From an optimization exercise on the open Yosys and OpenROAD flow, aimed at small area, a short achievable clock period and few clock cycles per item; shortcuts taken in it are not production practice.
The RTL was checked by simulation tests, not by an equivalence proof against the original design.

Setup of run A:
==> flow/design.v <==
module rom (
	input  [3:0]  addr,
	output [15:0] q
);
	assign q = (addr == 4'd1) ? 16'h1dac :
	           (addr == 4'd2) ? 16'h0fae :
	           (addr == 4'd3) ? 16'h07f5 :
	           (addr == 4'd4) ? 16'h03ff :
	           16'h0200;
endmodule
module cordic_core (
	input             clk, rst, en,
	input      [15:0] z,
	input      [15:0] q,
	output     [3:0]  addr,
	output reg        done,
	output     [15:0] x, y
);
	localparam [15:0] A0 = 16'h3244, X0 = 16'h26dd;
	reg               busy;
	reg        [3:0]  n;
	reg signed [15:0] xr, yr, zr;
	reg        [15:0] ar;     
	wire accept = en & ~busy;
	wire               dn = zr[15];
	wire signed [15:0] ysh = yr >>> n;
	wire signed [15:0] xsh = xr >>> n;
	wire        [15:0] oy = ysh ^ {16{~dn}};
	wire        [15:0] ox = xsh ^ {16{dn}};
	wire        [15:0] oz = ar ^ {16{~dn}};
	wire        [16:0] sx = {xr, 1'b1} + {oy, ~dn};
	wire        [16:0] sy = {yr, 1'b1} + {ox, dn};
	wire        [16:0] sz = {zr, 1'b1} + {oz, ~dn};
	always @(posedge clk) begin
		if (accept) begin
			xr <= X0;
			yr <= z[15] ? -X0 : X0;
			zr <= z[15] ? z + A0 : z - A0;
			n  <= 4'd1;
			ar <= 16'h1dac;
		end else begin
			ar <= (n < 4'd5) ? q : (ar >> 1);
			xr <= sx[16:1];
			yr <= sy[16:1];
			zr <= sz[16:1];
			n  <= n + 4'd1;
		end
	end
	always @(posedge clk, posedge rst) begin
		if (rst) begin
			busy <= 1'b0;
			done <= 1'b0;
		end else begin
			busy <= accept | (busy & (n != 4'd14));
			done <= busy & (n == 4'd14);
		end
	end
	assign addr = n + 4'd1;
	assign x = xr;
	assign y = yr;
endmodule
module cordic (
	input                clk, rst, en,
	output               done,
	input  signed [15:0] z,
	output signed [15:0] x, y
);
	wire [3:0]  rom_addr;
	wire [15:0] rom_data;
	cordic_core u_cordic_core (
		.clk(clk), .rst(rst), .en(en), .z(z),
		.addr(rom_addr), .q(rom_data),
		.done(done), .x(x), .y(y)
	);
	rom u_rom (.addr(rom_addr), .q(rom_data));
endmodule
clock: 6.0 ns
lec_check: 0
abc_area: 1
cap_margin: 20
core_margin: 2
core_utilization: 60
gpl_timing_driven: 1
setup_slack_margin: 2.5
slew_margin: 20
run.sh (not shown) runs the stock make flow with config.mk's settings and CLKGATE_MAP_FILE= SYNTH_SCRIPT=/design/flow/synth_recipe.tcl, a recipe that flattens the netlist after the stock synthesis.
Testbench counts of run A, summed over its fixed seeds: cycles 36,000, items 2,400.
Here is what was changed in the inputs of run B compared with run A.
Settings: SETUP_SLACK_MARGIN: 2.5 -> 3.0; CORE_UTILIZATION: 60 -> 55.
==> comparison <==
On total non-filler cell area in the finished layout, run B does worse than run A. Count of buffering cells on the critical path with inverters included: run B > run A. In the flow results for run A and run B, the final period demand of the worst path is larger on run A. Higher via count among run A and run B: run B. Of run A and run B, the lower well tap count belongs to run A. For run B, the slowest cell on the critical path was sky130_fd_sc_hd__ha_1, unlike run A, where it was sky130_fd_sc_hd__dfxtp_2. Compared with run A, run B shows a via count of the first global-routing pass that is 121 higher.
### run B -> run C
Settings: CORE_UTILIZATION: 55 -> 60; SETUP_SLACK_MARGIN: 3.0 -> 2.8.
[summary]
- Changes observed in run C relative to run B: total wire length lower, starting density of the core higher, total routing usage reported by global routing higher.
- Run C vs. run B: area added between synthesis and finish went down by 11 points, worst hold slack higher, well tap count shows a reduction of 3.

* * *

Another version of the RTL of cordic (not shown whole).
Size in the first run: ~950 cells after synthesis, roughly 63 flip-flops, about 52 I/O pins.
==> flow/config.mk <==
export PLATFORM = sky130hd
export DESIGN_NAME = cordic
export DESIGN_NICKNAME = cordic
export VERILOG_FILES = /design/flow/design.v
export SDC_FILE = /design/flow/constraint.sdc
export NUM_CORES = 4
export LEC_CHECK = 0
export ABC_AREA = 1
export CAP_MARGIN = 20
export CORE_MARGIN = 2
export CORE_UTILIZATION = 60
export GPL_TIMING_DRIVEN = 1
export PLACE_DENSITY = 0.85
export SETUP_SLACK_MARGIN = 2.7
export SLEW_MARGIN = 20
==> flow/constraint.sdc <==
create_clock -name core_clock -period 6.0 [get_ports {clk}]
set_input_delay 1.2000 -clock core_clock [delete_from_list [all_inputs] [get_ports {clk}]]
set_output_delay 1.2000 -clock core_clock [all_outputs]
set_load 0.01 [all_outputs]
standard.sh (not shown) runs the stock make flow with config.mk's settings and CLKGATE_MAP_FILE= SYNTH_SCRIPT=/design/flow/synth_recipe.tcl, a recipe that flattens the netlist after the stock synthesis.
==> flow/flow/run.sh <==
#!/bin/bash
# The standard layout (the standard.sh, standard synthesis unchanged),
# with the port buffers that global placement inserts made of the smallest
# buffer cell instead of the resizer's default pick. Every input and output
# port still gets its own buffer.
set -e
cp standard.sh standard.sh.log
export BUFFER_PORTS_ARGS="-buffer_cell sky130_fd_sc_hd__buf_1"
bash standard.sh > standard.log 2>&1
The baseline finished with timing, DRC and antenna clean.
Testbench counts at the start, summed over its fixed seeds: cycles 33,600, items 2,400.
==> next run, changes <==
==> flow/flow/run.sh (replaced) <==
#!/bin/bash
# The standard layout (the standard.sh, standard synthesis unchanged),
# with two changes to how the layout is made:
# - the port buffers that global placement inserts are the smallest buffer
#   cell instead of the resizer's default pick (every input and output port
#   still gets its own buffer);
# - clock tree synthesis clusters the clock sinks into larger groups, so the
#   small register count is reached through fewer clock buffers.
set -e
cp standard.sh standard.sh.log
export BUFFER_PORTS_ARGS="-buffer_cell sky130_fd_sc_hd__buf_1"
export CTS_ARGS="-sink_clustering_enable -repair_clock_nets -sink_clustering_size 64 -sink_clustering_max_diameter 500 -sink_clustering_levels 1 -buf_list sky130_fd_sc_hd__clkbuf_8"
bash standard.sh > standard.log 2>&1
- PLACE_DENSITY: 0.85 -> unset
- SETUP_SLACK_MARGIN: 2.7 -> 2.8
=>
- The changed run ran to the end with no violations
- area after synthesis is unchanged
- flip-flop and latch count stays the same
- clock skew fell by 0.0050 ns
- register-to-register slack gains 0.07 ns
- non-clock buffer count went up by 9
- final cell count increases slightly
- routed wire length climbs by a few percent
- design area came out higher by a few percent
- maximum frequency increases by a few percent
==> next run, changes <==
==> flow/flow/run.sh (replaced) <==
#!/bin/bash
# The standard layout (the standard.sh, standard synthesis unchanged),
# with the port buffers that global placement inserts made of the smallest
# buffer cell instead of the resizer's default pick. Every input and output
# port still gets its own buffer.
set -e
cp standard.sh standard.sh.log
export BUFFER_PORTS_ARGS="-buffer_cell sky130_fd_sc_hd__buf_1"
bash standard.sh > standard.log 2>&1
Outcome:
- The changed run finished with timing, DRC and antenna clean
- synthesized cell count does not change
- setup slack is unchanged
- utilization does not change
- fmax stays the same
- die area stays the same
- cell area is unchanged
- count of clock-buffer cells in the layout does not change
- global-route usage stays the same
- cell count does not change
- flip-flop and latch count is unchanged
==> next run, changes <==
==> flow/run.sh (new file) <==
#!/bin/bash
# synth_recipe.tcl (not shown) runs the flow's synth.tcl, then flattens the netlist and writes it again
# the make line also repeats each setting of config.mk as NAME=value (left out here)
make -C /OpenROAD-flow-scripts/flow DESIGN_CONFIG=/design/flow/config.mk WORK_HOME=/design/flow/orfs CLKGATE_MAP_FILE= SYNTH_SCRIPT=/design/flow/synth_recipe.tcl finish
- CORE_UTILIZATION: 60 -> 65
removed: flow/flow/run.sh
removed: flow/standard.sh
The changed run completed with no timing, DRC or antenna violations.
Utilization goes up by 7.6 points.
Worst setup slack gets worse by 0.23 ns.
Hold slack is better by 0.0062 ns.
Clock-buffer cell count shrinks by 1.

* * *

build 88:
Starting RTL as in the previous note.
export LEC_CHECK = 0
export ABC_AREA = 1
export CAP_MARGIN = 20
export CORE_MARGIN = 2
export CORE_UTILIZATION = 60
export GPL_ROUTABILITY_DRIVEN = 0
export GPL_TIMING_DRIVEN = 1
export SETUP_SLACK_MARGIN = 2.8
export SLEW_MARGIN = 20
create_clock -name core_clock -period 6.0 [get_ports {clk}]
==> flow/flow/run.sh <==
#!/bin/bash
# The standard layout (the standard.sh, standard synthesis unchanged),
# with the port buffers that global placement inserts made of the smallest
# buffer cell instead of the resizer's default pick. Every input and output
# port still gets its own buffer.
set -e
cp standard.sh standard.sh.log
export BUFFER_PORTS_ARGS="-buffer_cell sky130_fd_sc_hd__buf_1"
bash standard.sh > standard.log 2>&1
Build 88 finished all stages; the layout is clean.
Testbench counts of build 88, summed over its fixed seeds: cycles 33,600, items 2,400.
Input-level comparison between build 4 and build 88:
Settings: a change of CORE_UTILIZATION from 60 to 55; a deleted GPL_ROUTABILITY_DRIVEN that had been 0.
==> flow/run.sh (new file) <==
#!/bin/bash
# synth_recipe.tcl (not shown) runs the flow's synth.tcl, then flattens the netlist and writes it again
# the make line also repeats each setting of config.mk as NAME=value (left out here)
make -C /OpenROAD-flow-scripts/flow DESIGN_CONFIG=/design/flow/config.mk WORK_HOME=/design/flow/orfs CLKGATE_MAP_FILE= SYNTH_SCRIPT=/design/flow/synth_recipe.tcl finish
removed: flow/flow/run.sh
removed: flow/standard.sh
### Flow results
- Diff build 88 -> build 4: signed area change from the synthesized netlist to the final layout rose by 7.2 points; cell area rose by about 6.4%.
- On effective utilization at floorplan: between build 4 and build 88, it ends up higher for build 88.
Input changes introduced in build 9 (baseline for comparison: build 4):
Settings: PLACE_DENSITY now 0.95, previously not set; CORE_UTILIZATION now 60, was 55.
==> flow/flow/run.sh (new file) <==
#!/bin/bash
# The standard layout (the standard.sh, standard synthesis unchanged),
# with the port buffers that global placement inserts made of the smallest
# buffer cell instead of the resizer's default pick. Every input and output
# port still gets its own buffer.
set -e
cp standard.sh standard.sh.log
export BUFFER_PORTS_ARGS="-buffer_cell sky130_fd_sc_hd__buf_1"
bash standard.sh > standard.log 2>&1
==> flow/standard.sh (new file) <==
#!/bin/bash
# synth_recipe.tcl (not shown) runs the flow's synth.tcl, then flattens the netlist and writes it again
# the make line also repeats each setting of config.mk as NAME=value (left out here)
make -C /OpenROAD-flow-scripts/flow DESIGN_CONFIG=/design/flow/config.mk WORK_HOME=/design/flow/orfs CLKGATE_MAP_FILE= SYNTH_SCRIPT=/design/flow/synth_recipe.tcl "${@:-finish}"
removed: flow/run.sh
Notes after the runs:
Compared with build 4, build 9 shows a cell count after placement that is 7 lower. Build 9 — met3 usage 0.59 points lower, build 4 as reference.

-- what the ideal ports hide --
The results above use ideal ports. As a check the final layouts listed here were re-extracted and re-timed, cells and wires unchanged.
Step 1 assumes that a clkbuf_16 drives the clock port and a buf_2 every other input.
Step 2 adds t to the input delays and takes it off the output delays; t is the mean of the earliest and latest rising clock arrival at the registers after step 1. Input paths then give back, and output paths get back, about the clock's delay inside the block.
Slacks: no drivers / after step 1 / after step 2; pairs: no drivers / after step 1.
run	shift t [ns]	setup slack, ns	worst register clock-pin slew, ns
run A	0.396	2.713 / 2.713 / 2.351	0.08 / 0.08
run B	0.387	2.942 / 2.942 / 2.778	0.07 / 0.07
run C	0.396	2.859 / 2.859 / 2.603	0.08 / 0.08
the first run of note 2	0.392	2.867 / 2.867 / 2.867	0.08 / 0.08
the second run of note 2	0.397	2.937 / 2.937 / 2.632	0.08 / 0.08
the third run of note 2	0.397	2.937 / 2.937 / 2.632	0.08 / 0.08
the fourth run of note 2	0.392	2.710 / 2.710 / 2.620	0.08 / 0.08
build 88	0.398	2.916 / 2.916 / 2.714	0.08 / 0.08
build 4	0.415	2.943 / 2.943 / 2.642	0.08 / 0.08
build 9	0.397	2.931 / 2.931 / 2.757	0.08 / 0.08
After both steps every run listed still meets setup and hold. For run A, which loses most, drivers alone change the setup slack by 0.000 ns; drivers and shift together by -0.362 ns.
